Background: an optimization exercise with open tools, aiming at small area and a short achievable clock period. Do not read the settings as production practice. RTL that was checked went through simulation tests only; none was proved equivalent to the original. Power and IR drop assume default switching activity.

run 1:
// LDMAC
module LDMAC(clk,rst,
             load_s1,load_s2,
             load_k,
             load_m,
             din,
             dout,
             dout_valid,
             done);
For scale: roughly 1600 cells after synthesis, ~280 flip-flops, ~140 I/O pins, about 15000 um^2 of cells after synthesis.
make LEC_CHECK=0 CAP_MARGIN=20 CORE_MARGIN=2 CORE_UTILIZATION=40 SETUP_SLACK_MARGIN=2.6 SLEW_MARGIN=20 finish   # period 5.0 ns
run.sh (not shown) runs the stock make flow with config.mk's settings and CLKGATE_MAP_FILE= SYNTH_SCRIPT=/design/flow/synth_recipe.tcl, a recipe that flattens the netlist after the stock synthesis.
The inputs of run 2 differ from those of run 1 as listed below.
==> flow/flow/run.sh (new file) <==
#!/bin/bash
set -euo pipefail
export BUFFER_PORTS_ARGS="-buffer_cell sky130_fd_sc_hd__buf_2"
bash standard.sh > standard_flow.log 2>&1
==> flow/standard.sh (new file) <==
#!/bin/bash
# synth_recipe.tcl (not shown) runs the flow's synth.tcl, then flattens the netlist and writes it again
# the make line also repeats each setting of config.mk as NAME=value (left out here)
make -C /OpenROAD-flow-scripts/flow DESIGN_CONFIG=/design/flow/config.mk WORK_HOME=/design/flow/orfs CLKGATE_MAP_FILE= SYNTH_SCRIPT=/design/flow/synth_recipe.tcl "${@:-finish}"
--- a/flow/config.mk
+++ b/flow/config.mk
@@ -11,2 +11,3 @@
 export SETUP_SLACK_MARGIN = 2.6
 export SLEW_MARGIN = 20
+export TNS_END_PERCENT = 0
removed: flow/run.sh
[summary]
- Run 1 → run 2: antenna diode count went down; number of detailed-route iterations in the first pass shrank by 1; layout cell share with drive strength beyond 1 shows a reduction of 15 points; total length of routed met2 wires decreased 18%; first-pass GRT wire length dropped 8400 um.
- Final area of run 2 falls short of that of run 1 by more than 10%.
- Any difference in number of instances in the placed design between run 1 and run 2 is small enough to ignore.
- Wire: run 2 routes less than run 1
- Overall power consumption of run 2 falls short of that of run 1 by more than 10%.
- Per the comparison of run 2 with run 1, area after detailed placement saw a decrease; ratio of routed vias to standard cells down 6.6%.
- Run 2: all stages complete, timing, DRC and antenna checks passed
Input changes introduced in run 3 (baseline for comparison: run 2):
==> flow/run.sh (new file) <==
#!/bin/bash
# synth_recipe.tcl (not shown) runs the flow's synth.tcl, then flattens the netlist and writes it again
# the make line also repeats each setting of config.mk as NAME=value (left out here)
make -C /OpenROAD-flow-scripts/flow DESIGN_CONFIG=/design/flow/config.mk WORK_HOME=/design/flow/orfs CLKGATE_MAP_FILE= SYNTH_SCRIPT=/design/flow/synth_recipe.tcl finish
--- a/flow/config.mk
+++ b/flow/config.mk
@@ -9,5 +9,3 @@
 export CORE_MARGIN = 2
 export CORE_UTILIZATION = 40
-export SETUP_SLACK_MARGIN = 2.6
 export SLEW_MARGIN = 20
-export TNS_END_PERCENT = 0
removed: flow/flow/run.sh
removed: flow/standard.sh
==> comparison <==
Diff run 2 -> run 3: depth of the critical timing path with buffers and inverters included moved down, number of buffers created by CTS moved down, global routing usage on met2 shrank by 4.9 points, clock skew saw an increase. Run 2 leaves more setup margin than run 3. In run 3, the post-synthesis to final-layout area growth came out 7.9 points below the value in run 2. Delta (run 3 minus run 2): endpoint required time on the critical path shows an increase of 0.11 ns, cell area shows a reduction of about 6%.
No functional check of the RTL was part of any run of this note.

* * *

Another version of the RTL of LDMAC (not shown whole).
Size: ~2000 cells after synthesis, roughly 280 flip-flops, ~140 I/O pins, roughly 18000 µm² of cells after synthesis.
// LDMAC
module LDMAC(clk,rst,
             load_s1,load_s2,
             load_k,
             load_m,
             din,
             dout,
             dout_valid,
             done);
==> flow/config.mk <==
export PLATFORM = sky130hd
export DESIGN_NAME = LDMAC
export DESIGN_NICKNAME = LDMAC
export VERILOG_FILES = /design/flow/design.v
export SDC_FILE = /design/flow/constraint.sdc
export NUM_CORES = 4
export LEC_CHECK = 0
export CAP_MARGIN = 20
export CORE_MARGIN = 2
export CORE_UTILIZATION = 40
export SETUP_SLACK_MARGIN = 2.8
export SLEW_MARGIN = 20
==> flow/constraint.sdc <==
create_clock -name core_clock -period 5.0 [get_ports {clk}]
set_input_delay 1.0000 -clock core_clock [delete_from_list [all_inputs] [get_ports {clk}]]
set_output_delay 1.0000 -clock core_clock [all_outputs]
set_load 0.01 [all_outputs]
Stock flow here: none of the scripts above is used.
The baseline finished with timing, DRC and antenna clean.
Edit:
Settings changed: ABC_CLOCK_PERIOD_IN_PS set to 2000.
Outcome: Design area stays the same; fmax is unchanged; hold slack does not change.

* * *

## run a
LDMAC, a different RTL version from the one above (not shown whole).
Size: about 1,600 cells after synthesis, roughly 280 flip-flops, about 140 I/O pins, about 0.015 mm² of cells after synthesis.
export LEC_CHECK = 0
export CAP_MARGIN = 20
export CORE_MARGIN = 2
export CORE_UTILIZATION = 50
export CTS_CLUSTER_DIAMETER = 100
export CTS_CLUSTER_SIZE = 20
export SETUP_SLACK_MARGIN = 3.0
export SLEW_MARGIN = 20
export SYNTH_HIERARCHICAL = 1
export TNS_END_PERCENT = 0
create_clock -name core_clock -period 5.0 [get_ports {clk}]
standard.sh (not shown) runs the stock make flow with config.mk's settings and CLKGATE_MAP_FILE= SYNTH_SCRIPT=/design/flow/synth_recipe.tcl, a recipe that flattens the netlist after the stock synthesis.
==> flow/flow/run.sh <==
#!/bin/bash
set -euo pipefail
export BUFFER_PORTS_ARGS="-buffer_cell sky130_fd_sc_hd__buf_2"
bash standard.sh ABC_LOAD_IN_FF=2 finish > standard_flow.log 2>&1
The inputs of run b differ from those of run a as listed below.
# run a
export LEC_CHECK = 0
export CAP_MARGIN = 20
export CORE_MARGIN = 2
export CORE_UTILIZATION = 50
export CTS_CLUSTER_DIAMETER = 100
export CTS_CLUSTER_SIZE = 20
export SETUP_SLACK_MARGIN = 3.0
export SLEW_MARGIN = 20
export SYNTH_HIERARCHICAL = 1
export TNS_END_PERCENT = 0
create_clock -name core_clock -period 5.0 [get_ports {clk}]
# run b
export LEC_CHECK = 0
export CAP_MARGIN = 20
export CORE_MARGIN = 2
export CORE_UTILIZATION = 40
export CTS_CLUSTER_DIAMETER = 100
export CTS_CLUSTER_SIZE = 20
export SETUP_SLACK_MARGIN = 3.0
export SLEW_MARGIN = 20
export SYNTH_HIERARCHICAL = 1
export TNS_END_PERCENT = 0
create_clock -name core_clock -period 5.0 [get_ports {clk}]
==> comparison <==
Diff run b..run a | final number of hold-violating endpoints | negligible. [run b] routed wire length per instance fell about 7% relative to run a. Re total routed wirelength: run b and run a aren't equal, and the higher value belongs to run a. Run b reports its cell with the largest stage delay on the worst path as sky130_fd_sc_hd__mux2i_4 while run a reports sky130_fd_sc_hd__nand2b_2. Higher proportion of cell area occupied by multi-input gates goes to run a over run b. Higher share of power burned in combinational logic was reported by run a, not run b. When run b is measured against run a, its overall die area turns out about 24% higher. There was hardly any difference in count of H-tree levels built during CTS between run b and run a. The register share of the cell area number comes out higher for run b vs run a.

-- separate check: timing with driven ports --
Ports are ideal in the flow. The routed layouts listed here were re-timed in OpenROAD.
Step 1 (the two cells are an assumption about what drives the block):
set clk [get_ports {clk}]
set_driving_cell -lib_cell sky130_fd_sc_hd__clkbuf_16 $clk
set_driving_cell -lib_cell sky130_fd_sc_hd__buf_2 [delete_from_list [all_inputs] $clk]
Step 2 adds t to the input delays and takes it off the output delays; t is the mean of the earliest and latest rising clock arrival at the registers after step 1. Input paths then give back, and output paths get back, about the clock's delay inside the block.
a / b / c = no drivers / after step 1 / after step 2; a / b = the first two.
run	t (ns)	slack for setup (ns)	hold slack, ns	slew at the worst register clock pin (ns)	worst data-port slew with drivers (ns)
run 1	0.623	1.762 / 1.762 / 1.192	0.450 / 0.450 / 0.450	0.07 / 0.07	0.06
run 2	0.593	2.181 / 2.200 / 1.607	0.451 / 0.451 / 0.451	0.06 / 0.06	0.10
run 3	0.625	1.085 / 1.117 / 0.491	0.450 / 0.450 / 0.450	0.07 / 0.07	0.05
the first run of note 2	0.621	2.132 / 2.132 / 1.736	0.422 / 0.422 / 0.422	0.07 / 0.07	0.08
the second run of note 2	0.621	2.132 / 2.132 / 1.736	0.422 / 0.422 / 0.422	0.07 / 0.07	0.08
run a	0.551	2.871 / 2.859 / 2.327	0.437 / 0.437 / 0.437	0.10 / 0.10	0.06
run b	0.552	2.872 / 2.834 / 2.282	0.424 / 0.424 / 0.424	0.09 / 0.09	0.08
After both steps every run listed still meets setup and hold. The setup slack of run 3, which loses most, moves by +0.032 ns with the drivers and by -0.594 ns with both steps.
